Source: an optimization exercise on an open RTL-to-GDS flow (aim: small area). Production flows keep margins and buffers that such runs may drop.
In this exercise RTL edits were held to simulation tests only and were not proved equivalent to the original.
The clock input has no modelled driver; a real chip could not lean on it and would need a root buffer or a full tree.
Power figures rest on the tool's default switching activity, not on a simulated workload.

==> flow/design.v <==
module bcd_binario (
    input  logic [7:0] bcd,  
    output logic [3:0] bin
);
    assign bin = bcd[3:0] + ((bcd[7:4] == 4'b0001) ? 4'b1010 : 4'b0000);
endmodule
module debounce (
    input  logic clk,
    input  logic rst,           
    input  logic key,           
    output logic key_stable     
);
    logic       s1, s2;
    logic [5:0] cnt;
    logic       fb, sat;
    assign fb  = cnt[0] ^ ~(cnt[5] | (cnt[2] & cnt[1]));
    assign sat = cnt[5] & cnt[4] & cnt[2];
    always_ff @(posedge clk or negedge rst) begin
        if (!rst) begin
            s1         <= 1'b1;
            s2         <= 1'b1;
            key_stable <= 1'b1;
        end else begin
            s1 <= key;
            s2 <= s1;
            if (sat) key_stable <= s2;
        end
    end
    always_ff @(posedge clk)
        cnt <= (s1 ^ s2) ? 6'h20 : {cnt[4:0], fb};
endmodule
module display_bin_hex (
    input  logic [3:0] switch,
    output logic [6:0] seven  
);
    always_comb begin
        case (switch)
            4'b0000: seven = 7'b0000001;  
            4'b0001: seven = 7'b1001111;  
            4'b0010: seven = 7'b0010010;  
            4'b0011: seven = 7'b0000110;  
            4'b0100: seven = 7'b1001100;  
            4'b0101: seven = 7'b0100100;  
            4'b0110: seven = 7'b0100000;  
            4'b0111: seven = 7'b0001111;  
            4'b1000: seven = 7'b0000000;  
            4'b1001: seven = 7'b0000100;  
            4'b1010: seven = 7'b0001000;  
            4'b1011: seven = 7'b1100000;  
            4'b1100: seven = 7'b0110001;  
            4'b1101: seven = 7'b1000010;  
            default: seven = 7'b1111111;  
        endcase
    end
endmodule
module display_7seg (
    input  logic       clk,
    input  logic       rst,
    input  logic [3:0] digit,     
    output logic [6:0] seven
);
    logic [3:0] d1, d2;
    always_ff @(posedge clk or negedge rst) begin
        if (!rst) begin
            d1 <= 4'd0;
            d2 <= 4'b1111;    
        end else begin
            d1 <= digit;
            d2 <= d1;
        end
    end
    display_bin_hex u_display_bin_hex (.switch(d2), .seven(seven));
endmodule
module teclado (
    input  logic       clk,
    input  logic       rst,
    input  logic [3:0] filas,      
    input  logic [1:0] col_idx,    
    output logic [3:0] boton
);
    logic       rv;
    logic [1:0] ri;
    always_ff @(posedge clk) begin
        rv    <= (filas == 4'b0111) | (filas == 4'b1011) |
                 (filas == 4'b1101) | (filas == 4'b1110);
        ri[1] <= filas[3] & filas[2];
        ri[0] <= ~(filas[3] & filas[1]);
        if (!rv) boton <= 4'b1111;
        else case ({col_idx, ri})
            4'b00_00: boton <= 4'b0100;  
            4'b00_01: boton <= 4'b0001;  
            4'b00_10: boton <= 4'b1101;  
            4'b00_11: boton <= 4'b0111;  
            4'b01_00: boton <= 4'b0101;  
            4'b01_01: boton <= 4'b0010;  
            4'b01_10: boton <= 4'b0000;  
            4'b01_11: boton <= 4'b1000;  
            4'b10_00: boton <= 4'b0110;  
            4'b10_01: boton <= 4'b0011;  
            4'b10_10: boton <= 4'b1110;  
            4'b10_11: boton <= 4'b1001;  
            4'b11_00: boton <= 4'b1011;  
            4'b11_01: boton <= 4'b1010;  
            4'b11_10: boton <= 4'b1101;  
            4'b11_11: boton <= 4'b1100;  
        endcase
    end
endmodule
module operacion (
    input  logic [3:0] dividendo,
    input  logic [3:0] divisor,
    output logic [3:0] cociente,
    output logic [3:0] resto
);
    always_comb begin
        logic [3:0] r;
        logic [4:0] d;
        r = 4'd0;
        for (int i = 3; i >= 0; i--) begin
            r = {r[2:0], dividendo[i]};
            d = {1'b0, r} - {1'b0, divisor};
            cociente[i] = ~d[4];
            if (!d[4]) r = d[3:0];
        end
        resto = r;
    end
endmodule
module top (
    input  logic       clk,    
    input  logic       rst,    
    output logic [3:0] anodo,  
    output logic [6:0] seven,  
    output logic [3:0] col,    
    input  logic [3:0] fil     
);
    logic [2:0] m6;
    logic       p2;
    logic [3:0] m9;         
    logic [1:0] sel_d;
    logic       nph_d;      
    logic [1:0] cc;
    logic       e6, e12, e54;
    assign e6  = m6[2] & m6[1] & ~m6[0];
    assign e12 = e6 & p2;
    assign e54 = e6 & m9[3] & m9[2];
    always_ff @(posedge clk or negedge rst) begin
        if (!rst) begin
            m6    <= 3'b010;
            p2    <= 1'b0;
            m9    <= 4'b1000;
            sel_d <= 2'd0;
            nph_d <= 1'b1;
            cc    <= 2'd0;
        end else begin
            m6 <= {m6[1:0], ~m6[2] & (m6[0] | ~m6[1])};
            if (e6) begin
                {sel_d, nph_d, p2} <= {sel_d, nph_d, p2} + 4'd1;
                m9 <= {m9[2:0], ~m9[1] & ~(m9[3] ^ m9[0])};
            end
            if (e54) cc <= {cc[0], ~cc[1]};    
        end
    end
    always_comb begin
        case (cc)
            2'b00: col = 4'b0111;
            2'b01: col = 4'b1011;
            2'b11: col = 4'b1101;
            2'b10: col = 4'b1110;
        endcase
        anodo = 4'b1111;
        if (!nph_d) anodo[sel_d] = 1'b0;
    end
    logic [1:0] sel;
    assign sel = sel_d + {1'b0, e12 & nph_d};
    logic [3:0] filas;
    logic [3:0] boton;
    debounce f0 (.clk(clk), .rst(rst), .key(fil[0]), .key_stable(filas[0]));
    debounce f1 (.clk(clk), .rst(rst), .key(fil[1]), .key_stable(filas[1]));
    debounce f2 (.clk(clk), .rst(rst), .key(fil[2]), .key_stable(filas[2]));
    debounce f3 (.clk(clk), .rst(rst), .key(fil[3]), .key_stable(filas[3]));
    teclado teclado_inst (
        .clk(clk), .rst(rst), .filas(filas), .col_idx({cc[1], cc[1] ^ cc[0]}), .boton(boton)
    );
    logic n1, n2, key_down;
    always_ff @(posedge clk or negedge rst) begin
        if (!rst) begin
            n1       <= 1'b0;
            key_down <= 1'b0;
        end else begin
            key_down <= n2 & n1 & (boton != 4'b1111);
            n1       <= (boton == 4'b1111);
        end
    end
    always_ff @(posedge clk) n2 <= n1;
    localparam logic [1:0] S_A = 2'd0, S_B = 2'd1, S_OP = 2'd2;
    logic [1:0] tgt;
    logic       w;
    logic [9:0] cnt;
    logic       cnt_hi9, cnt_end, cnt_fb;
    assign cnt_hi9 = &cnt[8:0];
    assign cnt_end = cnt_hi9 & cnt[9];
    assign cnt_fb  = ~(cnt[9] ^ cnt[6]) | cnt_hi9;
    logic [3:0] P1, P0;
    logic [3:0] a_bin;     
    logic [3:0] p_bin;
    bcd_binario conv (.bcd({P1, P0}), .bin(p_bin));
    logic is_star, is_hash, go_wait;
    assign is_star = (boton == 4'b1101);
    assign is_hash = (boton == 4'b1110);
    assign go_wait = key_down & ~w & (~tgt[1] | is_star);
    always_ff @(posedge clk or negedge rst) begin
        if (!rst) begin
            tgt <= S_A;
            w   <= 1'b0;
            P1  <= 4'b1111;
            P0  <= 4'b1111;
        end else begin
            if (go_wait) begin
                w <= 1'b1;
                if (is_star) begin
                    tgt <= S_A;
                    P1  <= 4'b1111;
                    P0  <= 4'b1111;
                end else if (is_hash) begin
                    if (~tgt[0]) begin
                        tgt <= S_B;
                        P1  <= 4'b1111;
                        P0  <= 4'b1111;
                    end else begin
                        tgt <= S_OP;
                        P1  <= p_bin;
                        P0  <= 4'b1111;
                    end
                end else begin
                    P1 <= P0;
                    P0 <= boton;
                end
            end else if (w & cnt_end) begin
                w <= 1'b0;
            end
        end
    end
    always_ff @(posedge clk) begin
        if (go_wait)
            cnt <= 10'h2b6;
        else if (w & cnt_end)
            cnt <= 10'h25c;
        else
            cnt <= {cnt[8:0], cnt_fb};
        if (tgt == S_A)    
            a_bin <= p_bin;
    end
    logic [3:0] q, r;
    logic       shown;
    operacion div (.dividendo(a_bin), .divisor(P1), .cociente(q), .resto(r));
    assign shown = ~w & cnt_end;
    logic       op, res;
    logic [3:0] digit;
    assign op  = tgt[1];
    assign res = op & shown;
    always_comb begin
        case (sel)
            2'd0: digit = res ? r : P0;
            2'd1: digit = P1;
            2'd2: digit = res ? q : 4'b1111;
            2'd3: digit = op ? a_bin : {3'b101, tgt[0]};
        endcase
    end
    display_7seg display (.clk(clk), .rst(rst), .digit(digit), .seven(seven));
endmodule
Settings: LEC_CHECK=0, CAP_MARGIN=20, CORE_MARGIN=2, CORE_UTILIZATION=40, CTS_BUF_LIST=sky130_fd_sc_hd__clkbuf_8, SLEW_MARGIN=20; clock period 6.0 ns.
standard.sh (not shown) runs the stock make flow with config.mk's settings and CLKGATE_MAP_FILE= SYNTH_SCRIPT=/design/flow/synth_recipe.tcl, a recipe that flattens the netlist after the stock synthesis.
==> flow/flow/run.sh <==
#!/bin/bash
# Layout flow: the standard ORFS flow (standard.sh) with three changes:
#  - synthesis maps adders as plain logic (no ha/fa cells) and runs ABC with
#    an area-oriented mapping script (flow/abc.script) instead of ORFS's;
#    everything else in synthesis is synth_recipe.tcl unchanged;
#  - the port buffers are sky130_fd_sc_hd__buf_1;
#  - the clock tree is three clock buffers driven by the clock port, each
#    driving a third of the flip-flops (split along x; flow/cts_pre.tcl).
set -uo pipefail
W=$PWD
export MANUAL_CTS_BUF=sky130_fd_sc_hd__clkbuf_16
export MANUAL_CTS_GROUPS=3
# synthesis script: synth_recipe.tcl with the abc command's -script replaced
{
  head -n 1 synth_recipe.tcl
  cat <<EOT
proc abc {args} {
  set i [lsearch -exact \$args -script]
  if { \$i >= 0 } { lset args [expr {\$i + 1}] $W/flow/abc.script }
  yosys abc {*}\$args
}
EOT
  tail -n +2 synth_recipe.tcl
} > synth_area.tcl
bash standard.sh SYNTH_SCRIPT=$W/synth_area.tcl ADDER_MAP_FILE= \
  "BUFFER_PORTS_ARGS=-buffer_cell sky130_fd_sc_hd__buf_1" \
  PRE_CTS_TCL=$W/flow/cts_pre.tcl \
  finish > standard_run.log 2>&1
Other scripts of this flow, unchanged in this note and not shown: flow/flow/abc.script, flow/flow/cts_pre.tcl
Rerun with:
--- a/flow/design.v
+++ b/flow/design.v
@@ -9,26 +9,24 @@
     input  logic rst,           
     input  logic key,           
     output logic key_stable     
 );
-    logic       s1, s2;
+    logic       s2;
     logic [5:0] cnt;
     logic       fb, sat;
     assign fb  = cnt[0] ^ ~(cnt[5] | (cnt[2] & cnt[1]));
     assign sat = cnt[5] & cnt[4] & cnt[2];
     always_ff @(posedge clk or negedge rst) begin
         if (!rst) begin
-            s1         <= 1'b1;
             s2         <= 1'b1;
             key_stable <= 1'b1;
         end else begin
-            s1 <= key;
-            s2 <= s1;
+            s2 <= key;
             if (sat) key_stable <= s2;
         end
     end
     always_ff @(posedge clk)
-        cnt <= (s1 ^ s2) ? 6'h20 : {cnt[4:0], fb};
+        cnt <= (key ^ s2) ? 6'h20 : {cnt[4:0], fb};
 endmodule
 module display_bin_hex (
     input  logic [3:0] switch,
     output logic [6:0] seven  
@@ -77,15 +75,20 @@
     input  logic [3:0] filas,      
     input  logic [1:0] col_idx,    
     output logic [3:0] boton
 );
-    logic       rv;
-    logic [1:0] ri;
+    logic       rv1, rv;
+    logic [1:0] ri1, ri;
+    always_ff @(posedge clk or negedge rst) begin
+        if (!rst) rv1 <= 1'b0;
+        else      rv1 <= (filas == 4'b0111) | (filas == 4'b1011) |
+                         (filas == 4'b1101) | (filas == 4'b1110);
+    end
     always_ff @(posedge clk) begin
-        rv    <= (filas == 4'b0111) | (filas == 4'b1011) |
-                 (filas == 4'b1101) | (filas == 4'b1110);
-        ri[1] <= filas[3] & filas[2];
-        ri[0] <= ~(filas[3] & filas[1]);
+        ri1[1] <= filas[3] & filas[2];
+        ri1[0] <= ~(filas[3] & filas[1]);
+        rv     <= rv1;
+        ri     <= ri1;
         if (!rv) boton <= 4'b1111;
         else case ({col_idx, ri})
             4'b00_00: boton <= 4'b0100;  
             4'b00_01: boton <= 4'b0001;  
The new run ran to the end with no violations.
Utilization shrinks by 0.56 points.
Die area drops by 2.2%.
Fmax rises by 2.0%.
Routed wire length goes down by 2.5%.
Clock power came out lower by about 2%.
First-iteration DRC count falls by 10%.
Final cell count shrinks by 4.5%.
Total power shrinks by 1.9%.
Area after synthesis went down by 2.3%.
No run of this note takes its clock network from TritonCTS; it comes from the design's own scripts or RTL.

separate check: timing with driven ports:
The results above use ideal ports. As a check the final layouts listed here were re-extracted and re-timed, cells and wires unchanged. Step 1: set_driving_cell puts a clkbuf_16 on clk and a buf_2 on each other input, an assumption about the parent block. Step 2, shift: input delay + t, output delay - t, t = (earliest + latest rising clock arrival at the registers) / 2. This alone moves slack from input paths to output paths. Three values: no drivers, after step 1, after step 2; two values: the first two.
run | t (ns) | setup WS [ns] | hold WS [ns] | worst register clock-pin slew, ns
the first run | 0.222 | 2.270 / 2.270 / 2.270 | 0.366 / 0.366 / 0.366 | 0.11 / 0.11
the second run | 0.225 | 2.343 / 2.343 / 2.343 | 0.336 / 0.336 / 0.336 | 0.11 / 0.11
After both steps every run listed still meets setup and hold.
